Source: an optimization exercise on an open RTL-to-GDS flow (aim: small area, a short achievable clock period and few clock cycles). Production flows keep margins and buffers that such runs may drop.
At most, simulation tests tie the RTL to the original design; equivalence was not proved.

Design Riscv_core, start of the top module:
module Riscv_core
    (
        input                   clk,
        input                   rst_n,
        output  [13:0]          rom_addr,    
        input   [31:0]          inst,
        output  [31:0]          dmem_addr,   
        input   [31:0]          dmem_rdata,  
        output  [31:0]          dmem_wdata,  
        output  [3:0]           dmem_wmask   
    );
Settings: LEC_CHECK=0, ABC_AREA=1, CAP_MARGIN=30, CORE_MARGIN=2, CORE_UTILIZATION=40, CTS_BUF_LIST=sky130_fd_sc_hd__clkbuf_8, CTS_CLUSTER_SIZE=24, PLACE_DENSITY=0.7, SLEW_MARGIN=20, SETUP_SLACK_MARGIN=17, BUFFER_PORTS_ARGS=-buffer_cell sky130_fd_sc_hd__buf_4; clock period 24.0 ns.
standard.sh (not shown) runs the stock make flow with config.mk's settings and CLKGATE_MAP_FILE= SYNTH_SCRIPT=/design/flow/synth_recipe.tcl, a recipe that flattens the netlist after the stock synthesis.
==> flow/flow/run.sh <==
#!/bin/bash
# Standard layout, with the timing repair aiming for a setup margin and
# ordinary buffers (not delay cells) on the ports.
cp standard.sh standard_sh.txt
cp config.mk config_mk_my.txt
echo "export SETUP_SLACK_MARGIN = 17" >> config.mk
echo "export BUFFER_PORTS_ARGS = -buffer_cell sky130_fd_sc_hd__buf_4" >> config.mk
bash standard.sh > standard.log 2>&1
The starting point finished but fails on capacitance limit, slew limit.
Testbench counts at the start, summed over its fixed seeds: cycles 35,921.
Change:
--- a/flow/config.mk
+++ b/flow/config.mk
@@ -11,5 +11,5 @@
 export CORE_UTILIZATION = 40
-export CTS_BUF_LIST = sky130_fd_sc_hd__clkbuf_8
-export CTS_CLUSTER_SIZE = 24
-export PLACE_DENSITY = 0.7
+export CTS_BUF_LIST = sky130_fd_sc_hd__clkbuf_4 sky130_fd_sc_hd__clkbuf_8
+export CTS_CLUSTER_SIZE = 30
+export PLACE_DENSITY = 0.55
 export SLEW_MARGIN = 20
What happened:
- With this change the flow produced a clean layout
- wire length rises by 9.8%
- worst setup slack improved by 0.38 ns
- clock skew falls by 0.034 ns
- global-route usage came out higher by 4.3 points
- hold slack gets better by 0.051 ns
- flip-flop and latch count stays the same
- area after synthesis stays the same
- final area increases by 0.38%
Change:
--- a/flow/config.mk
+++ b/flow/config.mk
@@ -11,3 +11,4 @@
 export CORE_UTILIZATION = 40
-export CTS_BUF_LIST = sky130_fd_sc_hd__clkbuf_4 sky130_fd_sc_hd__clkbuf_8
+export CTS_BUF_LIST = sky130_fd_sc_hd__clkbuf_16
+export CTS_CLUSTER_DIAMETER = 60
 export CTS_CLUSTER_SIZE = 30
=> This time the run completed, yet does not pass: capacitance limit, slew limit. First-iteration DRC count decreases by 5.4%. Synthesized cell count stays the same. Cell area barely changes. Routed wire length decreases by 0.36%.

---

## job 8309
Riscv_core, a different RTL version from the one above (not shown whole).
Size in the first run: about 12000 cells after synthesis, roughly 150 I/O pins, about 95000 sq um of cells after synthesis.
export LEC_CHECK = 0
export ABC_AREA = 1
export CAP_MARGIN = 30
export CORE_MARGIN = 2
export CORE_UTILIZATION = 45
export PLACE_DENSITY = 0.6
export SLEW_MARGIN = 20
export SETUP_SLACK_MARGIN = 17
create_clock -name core_clock -period 24.0 [get_ports {clk}]
==> flow/flow/run.sh <==
#!/bin/bash
# Standard layout, with the timing repair aiming for a setup margin.
cp standard.sh standard_sh.txt
cp config.mk config_mk_my.txt
echo "export SETUP_SLACK_MARGIN = 17" >> config.mk
bash standard.sh > standard.log 2>&1
Job 8309: all stages complete, timing, DRC and antenna checks passed
Setup changes, job 8309 to job 2778
Settings: ABC_AREA changed from 1 to 0.
==> comparison <==
- Changes observed in job 2778 relative to job 8309: clock skew lost 0.015 ns.
No run of this note included a check of the RTL's function; only the layout flow was run.

---

## run 1
Riscv_core, a different RTL version from the one above (not shown whole).
For scale: roughly 94,000 um2 of cells after synthesis.
Design Riscv_core, start of the top module:
module Riscv_core
    (
        input                   clk,
        input                   rst_n,
        output  [13:0]          rom_addr,    
        input   [31:0]          inst,
        output  [31:0]          dmem_addr,   
        input   [31:0]          dmem_rdata,  
        output  [31:0]          dmem_wdata,  
        output  [3:0]           dmem_wmask   
    );
    integer     k;
    reg  [31:2] pc_f;
    reg         d_valid;
    reg  [31:0] d_ir;
    reg  [31:2] d_pc;
    reg  [31:2] e_pc, e_tgt;
    reg         e_pred;      
    reg         e_next;      
    reg  [31:0] e_a, e_b, e_imm;
    reg  [4:0]  e_rd;
    reg  [2:0]  e_f3;
    reg         e_alt;       
    reg         e_use_b;     
    reg         e_wen, e_aluop, e_load, e_store, e_branch, e_jal, e_jalr;
    reg         e_lui, e_auipc, e_mul, e_div;
    reg  [31:0] m_val, m_wdata;
    reg  [4:0]  m_rd;
    reg  [2:0]  m_f3;
    reg         m_wen, m_load, m_store, m_neg;
    reg  [31:0] rf [1:31];
    wire [31:0] op2   = e_use_b ? e_b : e_imm;
    wire        sub   = e_branch | (e_aluop & ((e_use_b & e_alt & (e_f3 == 3'b000)) |
                                               (e_f3 == 3'b010) | (e_f3 == 3'b011)));
    wire [32:0] sum   = {1'b0, e_a} + {1'b0, op2 ^ {32{sub}}} + {32'd0, sub};
    wire        ltu   = ~sum[32];
  ...
clock: 24.0 ns
lec_check: 0
abc_area: 1
cap_margin: 30
core_margin: 2
core_utilization: 45
cts_buf_list: sky130_fd_sc_hd__clkbuf_8
cts_cluster_size: 24
place_density: 0.6
slew_margin: 20
setup_slack_margin: 17
buffer_ports_args: -buffer_cell sky130_fd_sc_hd__buf_4
==> flow/flow/run.sh <==
#!/bin/bash
# Standard layout, with the timing repair aiming for a setup margin and
# ordinary buffers (not delay cells) on the ports.
cp standard.sh standard_sh.txt
cp config.mk config_mk_my.txt
echo "export SETUP_SLACK_MARGIN = 17" >> config.mk
echo "export BUFFER_PORTS_ARGS = -buffer_cell sky130_fd_sc_hd__buf_4" >> config.mk
bash standard.sh > standard.log 2>&1
Run 1: done, clean on timing, DRC and antenna
--- input diff run 1..run 2 ---
-- flow/config.mk --
<<< run 1, line 10
export CORE_MARGIN = 2
export CORE_UTILIZATION = 45
export CTS_BUF_LIST = sky130_fd_sc_hd__clkbuf_8
export CTS_CLUSTER_SIZE = 24
export PLACE_DENSITY = 0.6
export SLEW_MARGIN = 20
>>> run 2, line 10
export CORE_MARGIN = 2
export CORE_UTILIZATION = 45
export PLACE_DENSITY = 0.6
export SLEW_MARGIN = 20
Results
Of run 2 and run 1, the lower post-route non-filler standard cell count belongs to run 2. Run 2 vs. run 1: via count of the first global-routing pass dropped 1,247. Looking at endpoint required time on the critical path, run 2 sits 5.60 ns above run 1. In terms of final design instance area without fill, run 2 and run 1 differ only marginally. Run 2 against run 1: non-clock buffer count decreased 5, arrival time reported for the critical path endpoint increased 5.71 ns.
Function was not checked in any run of this note: the RTL went through the layout flow alone.

---

Setup of run A:
Riscv_core with an RTL version that a note above also has.
For scale: ~1400 flip-flops, about 92000 sq um of cells after synthesis.
==> flow/design.v (excerpt) <==
module Riscv_core
    (
        input                   clk,
        input                   rst_n,
        output  [13:0]          rom_addr,    
        input   [31:0]          inst,
        output  [31:0]          dmem_addr,   
        input   [31:0]          dmem_rdata,  
        output  [31:0]          dmem_wdata,  
        output  [3:0]           dmem_wmask   
    );
export LEC_CHECK = 0
export ABC_AREA = 1
export CAP_MARGIN = 30
export CORE_MARGIN = 2
export CORE_UTILIZATION = 40
export CTS_BUF_LIST = sky130_fd_sc_hd__clkbuf_8
export CTS_CLUSTER_SIZE = 24
export PLACE_DENSITY = 0.55
export SLEW_MARGIN = 20
export SETUP_SLACK_MARGIN = 17.4
export BUFFER_PORTS_ARGS = -buffer_cell sky130_fd_sc_hd__buf_4
create_clock -name core_clock -period 24.0 [get_ports {clk}]
==> flow/flow/run.sh <==
#!/bin/bash
# Standard layout, with the timing repair aiming for a setup margin and
# ordinary buffers (not delay cells) on the ports.
cp standard.sh standard_sh.txt
cp config.mk config_mk_my.txt
echo "export SETUP_SLACK_MARGIN = 17.4" >> config.mk
echo "export BUFFER_PORTS_ARGS = -buffer_cell sky130_fd_sc_hd__buf_4" >> config.mk
bash standard.sh > standard.log 2>&1
Testbench counts of run A, summed over its fixed seeds: cycles 35,921.
Input-level comparison between run B and run A:
- changing SETUP_SLACK_MARGIN from 17.4 to 17
- changing CORE_UTILIZATION from 40 to 45
- changing PLACE_DENSITY from 0.55 to 0.6
diff --git a/flow/flow/run.sh b/flow/flow/run.sh
--- a/flow/flow/run.sh
+++ b/flow/flow/run.sh
@@ -4,5 +4,5 @@
 cp standard.sh standard_sh.txt
 cp config.mk config_mk_my.txt
-echo "export SETUP_SLACK_MARGIN = 17.4" >> config.mk
+echo "export SETUP_SLACK_MARGIN = 17" >> config.mk
 echo "export BUFFER_PORTS_ARGS = -buffer_cell sky130_fd_sc_hd__buf_4" >> config.mk
 bash standard.sh > standard.log 2>&1
==> comparison <==
- Run B ends up with a half-perimeter wire length after detailed placement that is 1.8% lower than in run A.
- Looking at class of the most critical setup path, the flop to flop result is from run A; the flop to output pin one comes from run B.
- Delta (run B minus run A): cell area after layout went down 3800 sq um; maximum clock rate held.
Modified inputs, run C compared to run B
- a change of SETUP_SLACK_MARGIN from 17 to 17.2
- a change of PLACE_DENSITY from 0.6 to 0.55
- a change of CORE_UTILIZATION from 45 to 40
diff --git a/flow/flow/run.sh b/flow/flow/run.sh
--- a/flow/flow/run.sh
+++ b/flow/flow/run.sh
@@ -4,5 +4,5 @@
 cp standard.sh standard_sh.txt
 cp config.mk config_mk_my.txt
-echo "export SETUP_SLACK_MARGIN = 17" >> config.mk
+echo "export SETUP_SLACK_MARGIN = 17.2" >> config.mk
 echo "export BUFFER_PORTS_ARGS = -buffer_cell sky130_fd_sc_hd__buf_4" >> config.mk
 bash standard.sh > standard.log 2>&1
--- outcome ---
[run C] flow finished | final checks: failed | reasons: max-capacitance violations, max-slew violations
On design area: run C sits above run B.
A capturing instance or port of the critical path of pc_f[19] is what run C shows, while dmem_wmask[3] belongs to run B.
The cell depth of the worst setup path number comes out lower for run B vs run C.

---

Setup of job 9199:
Riscv_core again, from the RTL that the note above started with.
clock: 24.0 ns
lec_check: 0
abc_area: 1
cap_margin: 30
core_margin: 2
core_utilization: 40
cts_buf_list: sky130_fd_sc_hd__clkbuf_8
cts_cluster_size: 24
place_density: 0.55
slew_margin: 20
setup_slack_margin: 16.8
buffer_ports_args: -buffer_cell sky130_fd_sc_hd__buf_4
==> flow/flow/run.sh <==
#!/bin/bash
# Standard layout, with the timing repair aiming for a setup margin and
# ordinary buffers (not delay cells) on the ports.
cp standard.sh standard_sh.txt
cp config.mk config_mk_my.txt
echo "export SETUP_SLACK_MARGIN = 16.8" >> config.mk
echo "export BUFFER_PORTS_ARGS = -buffer_cell sky130_fd_sc_hd__buf_4" >> config.mk
bash standard.sh > standard.log 2>&1
Testbench counts of job 9199, summed over its fixed seeds: cycles 35,921.
Changes in job 1620 relative to job 9199:
Settings: changing SETUP_SLACK_MARGIN from 16.8 to 17; setting TNS_END_PERCENT to 10 for the first time.
--- a/flow/flow/run.sh
+++ b/flow/flow/run.sh
@@ -6 +6 @@
-echo "export SETUP_SLACK_MARGIN = 16.8" >> config.mk
+echo "export SETUP_SLACK_MARGIN = 17" >> config.mk
Findings:
- Comparing job 1620 against job 9199, there is no change at all in synthesized cell count.
- The filler cell count in the final layout in job 1620 was higher than what job 9199 gave.
- Between job 1620 and job 9199, it is job 1620 whose antenna diode instance count is lower, by about 35%.
- Multi-input logic portion of the cell area | job 1620 below job 9199
- Compared with job 9199, DRC violation total after the first TritonRoute iteration in job 1620 decreased by a few percent.
What job 1058 does differently from job 1620 at the input level:
Settings: putting GPL_ROUTABILITY_DRIVEN at 0 where nothing was set; clearing TNS_END_PERCENT, which used to be 10.
Notes after the runs:
Compared to job 1620, job 1058 has final area 0.55% lower. Job 1058 vs. job 1620: fraction of area in non-clock buffers shows a reduction of 0.25 points. Looking at half-perimeter wire length after detailed placement, job 1058 sits about 9% lower than job 1620 does.
What job 560 does differently from job 1058 at the input level:
Settings: GPL_ROUTABILITY_DRIVEN removed (was 0).
[summary]
- Re area after synthesis: no difference whatsoever between job 1058 and job 560.
- Both conditions hold for job 560: the flow ran to the end and the final layout passed the timing, DRC and antenna checks.
- Final-layout clock buffer total sits higher in job 560 than in job 1058.
- Re routed wire length: job 560 and job 1058 aren't equal, and the higher value belongs to job 560.
- Job 560 against job 1058: total non-filler cell area in the finished layout grew by about 0.44%; share of the clock period used by the worst path shows a reduction of 1.2 points; critical path depth has decreased; global-route wire length before repair rose about 5.4%.
- Job 1058 has lower detailed placer's ending HPWL than job 560.

---

Setup of build 8:
Another version of the RTL of Riscv_core (not shown whole).
Size in the first run: about 11,000 cells after synthesis, roughly 1,500 flip-flops, about 150 I/O pins, about 0.093 mm² of cells after synthesis.
clock: 24.0 ns
lec_check: 0
abc_area: 1
cap_margin: 30
core_margin: 2
core_utilization: 45
cts_buf_list: sky130_fd_sc_hd__clkbuf_8
cts_cluster_size: 24
place_density: 0.6
slew_margin: 20
setup_slack_margin: 17
buffer_ports_args: -buffer_cell sky130_fd_sc_hd__buf_4
==> flow/flow/run.sh <==
#!/bin/bash
# Standard layout, with the timing repair aiming for a setup margin and
# ordinary buffers (not delay cells) on the ports.
cp standard.sh standard_sh.txt
cp config.mk config_mk_my.txt
echo "export SETUP_SLACK_MARGIN = 17" >> config.mk
echo "export BUFFER_PORTS_ARGS = -buffer_cell sky130_fd_sc_hd__buf_4" >> config.mk
bash standard.sh > standard.log 2>&1
Testbench counts of build 8, summed over its fixed seeds: cycles 33,706.
Changes in build 95 relative to build 8:
- swapping 0.6 for 0.64 in PLACE_DENSITY
- swapping 45 for 48 in CORE_UTILIZATION
--- outcome ---
- Wire length per cell (higher): build 8
- Relative to build 8, build 95 improves wire length.
- On required time of the critical path: build 95 sits above build 8.
- Final cell count without fillers (higher): build 8
- Build 95 vs build 8 — number of antenna cells inserted climbed by more than a quarter
- Setup slack: build 95 less than build 8
- Cmp build 95 and build 8 / multi-input combinational cell area / higher: build 8
[inputs] build 93 vs build 95
- a deleted CTS_BUF_LIST that had been sky130_fd_sc_hd__clkbuf_8
- a deleted CTS_CLUSTER_SIZE that had been 24
- a change of PLACE_DENSITY from 0.64 to 0.6
- a change of CORE_UTILIZATION from 48 to 45
Notes after the runs:
- Against build 95, build 93 reports a number of iterations in the first detailed-routing pass that is higher.
- When build 93 is measured against build 95, its met2 track demand over resource in global routing turns out 2.8 points lower.
- Count of nets left with antenna violations after detail routing: build 95 vs build 93 identical
- Of build 93 and build 95, it is build 93 that has the lower routed via count divided by cell count.
### build 93 -> build 58
- an added CTS_CLUSTER_SIZE of 24
- an added CTS_BUF_LIST of sky130_fd_sc_hd__clkbuf_8
- a change of CORE_UTILIZATION from 45 to 40
- a change of PLACE_DENSITY from 0.6 to 0.55
==> results.txt <==
On post-detailed-routing wire length: between build 93 and build 58, it ends up higher for build 58. The cell count of the worst reg-to-reg path number comes out higher for build 93 vs build 58. Compared with build 93, build 58 shows a higher routed length on met2. In the tables for build 93 and build 58, first-pass GRT wire length reads higher with build 58. [build 58 vs build 93] fmax: higher in build 58. On clock tree cell share of total cell area, the higher figure sits with build 93, not build 58.

---

Riscv_core with an RTL version that a note above also has.
export LEC_CHECK = 0
export ABC_AREA = 1
export CAP_MARGIN = 30
export CORE_MARGIN = 2
export CORE_UTILIZATION = 35
export CTS_BUF_LIST = sky130_fd_sc_hd__clkbuf_8
export CTS_CLUSTER_SIZE = 24
export PLACE_DENSITY = 0.5
export SLEW_MARGIN = 20
export SETUP_SLACK_MARGIN = 17
export BUFFER_PORTS_ARGS = -buffer_cell sky130_fd_sc_hd__buf_4
create_clock -name core_clock -period 24.0 [get_ports {clk}]
Scripts as last shown in full above: flow/flow/run.sh
The baseline produced a clean layout.
Testbench counts at the start, summed over its fixed seeds: cycles 35,921.
Edit:
CORE_UTILIZATION = 40   (was 35)
The new run ran to the end with no violations; setup slack improves by 0.027 ns; non-clock buffer count shrinks by 40; die area went down by roughly a tenth; global-route usage increases by 5.8 points; clock skew goes up by 0.019 ns; cell count shrinks by a few percent; synthesized area is unchanged; routed wire length came out higher slightly; utilization came out higher by 5.5 points.
Edit:
CTS_BUF_LIST = sky130_fd_sc_hd__clkbuf_16   (was sky130_fd_sc_hd__clkbuf_8)
CTS_CLUSTER_DIAMETER = 80   (was default)
CTS_CLUSTER_SIZE = 40   (was 24)
PLACE_DENSITY = 0.55   (was 0.5)
Outcome: Synthesized cell count does not change; routed wire length went down by about 1%; die area stays the same.

port drivers added, routing unchanged:
The results above use ideal ports. As a check the final layouts listed here were re-extracted and re-timed, cells and wires unchanged. Step 1: set_driving_cell puts a clkbuf_16 on clk and a buf_2 on each other input, an assumption about the parent block. Step 2 adds t to the input delays and takes it off the output delays; t is the mean of the earliest and latest rising clock arrival at the registers after step 1. Input paths then give back, and output paths get back, about the clock's delay inside the block. Slacks: ideal ports / drivers / drivers and shift; pairs: ideal ports / drivers.
run	shift t [ns]	slack for setup (ns)	latest minus earliest clock arrival (ns)
the first run of note 1	1.147	16.671 / 16.576 / 15.975	0.145 / 0.145
the second run of note 1	1.146	17.052 / 16.961 / 15.969	0.118 / 0.118
the third run of note 1	0.926	16.897 / 16.935 / 16.009	0.091 / 0.091
job 8309	0.958	16.607 / 16.607 / 16.135	0.093 / 0.093
job 2778	0.948	16.411 / 16.411 / 15.854	0.078 / 0.078
run 1	1.092	17.051 / 16.953 / 16.048	0.156 / 0.155
run 2	0.911	16.939 / 16.959 / 16.068	0.109 / 0.109
run A	1.115	17.029 / 17.026 / 16.009	0.140 / 0.140
run B	1.118	17.027 / 16.926 / 16.006	0.148 / 0.148
run C	1.149	17.064 / 17.029 / 15.968	0.112 / 0.113
job 9199	1.130	16.907 / 16.805 / 15.907	0.131 / 0.131
job 1620	1.139	16.896 / 16.806 / 15.825	0.165 / 0.165
job 1058	1.134	16.761 / 16.761 / 15.926	0.150 / 0.151
job 560	1.146	17.052 / 16.961 / 15.994	0.110 / 0.111
build 8	1.133	16.940 / 16.980 / 15.847	0.122 / 0.122
build 95	1.129	16.884 / 16.930 / 15.801	0.153 / 0.154
build 93	0.921	16.806 / 16.848 / 15.926	0.100 / 0.099
build 58	1.133	16.944 / 16.948 / 15.840	0.133 / 0.133
the first run of note 7	1.115	16.966 / 16.867 / 16.000	0.123 / 0.123
the second run of note 7	1.089	16.993 / 16.901 / 15.981	0.141 / 0.141
the third run of note 7	0.905	16.911 / 16.954 / 16.049	0.094 / 0.095
The setup slack of build 58, which loses most, moves by +0.004 ns with the drivers and by -1.104 ns with both steps.
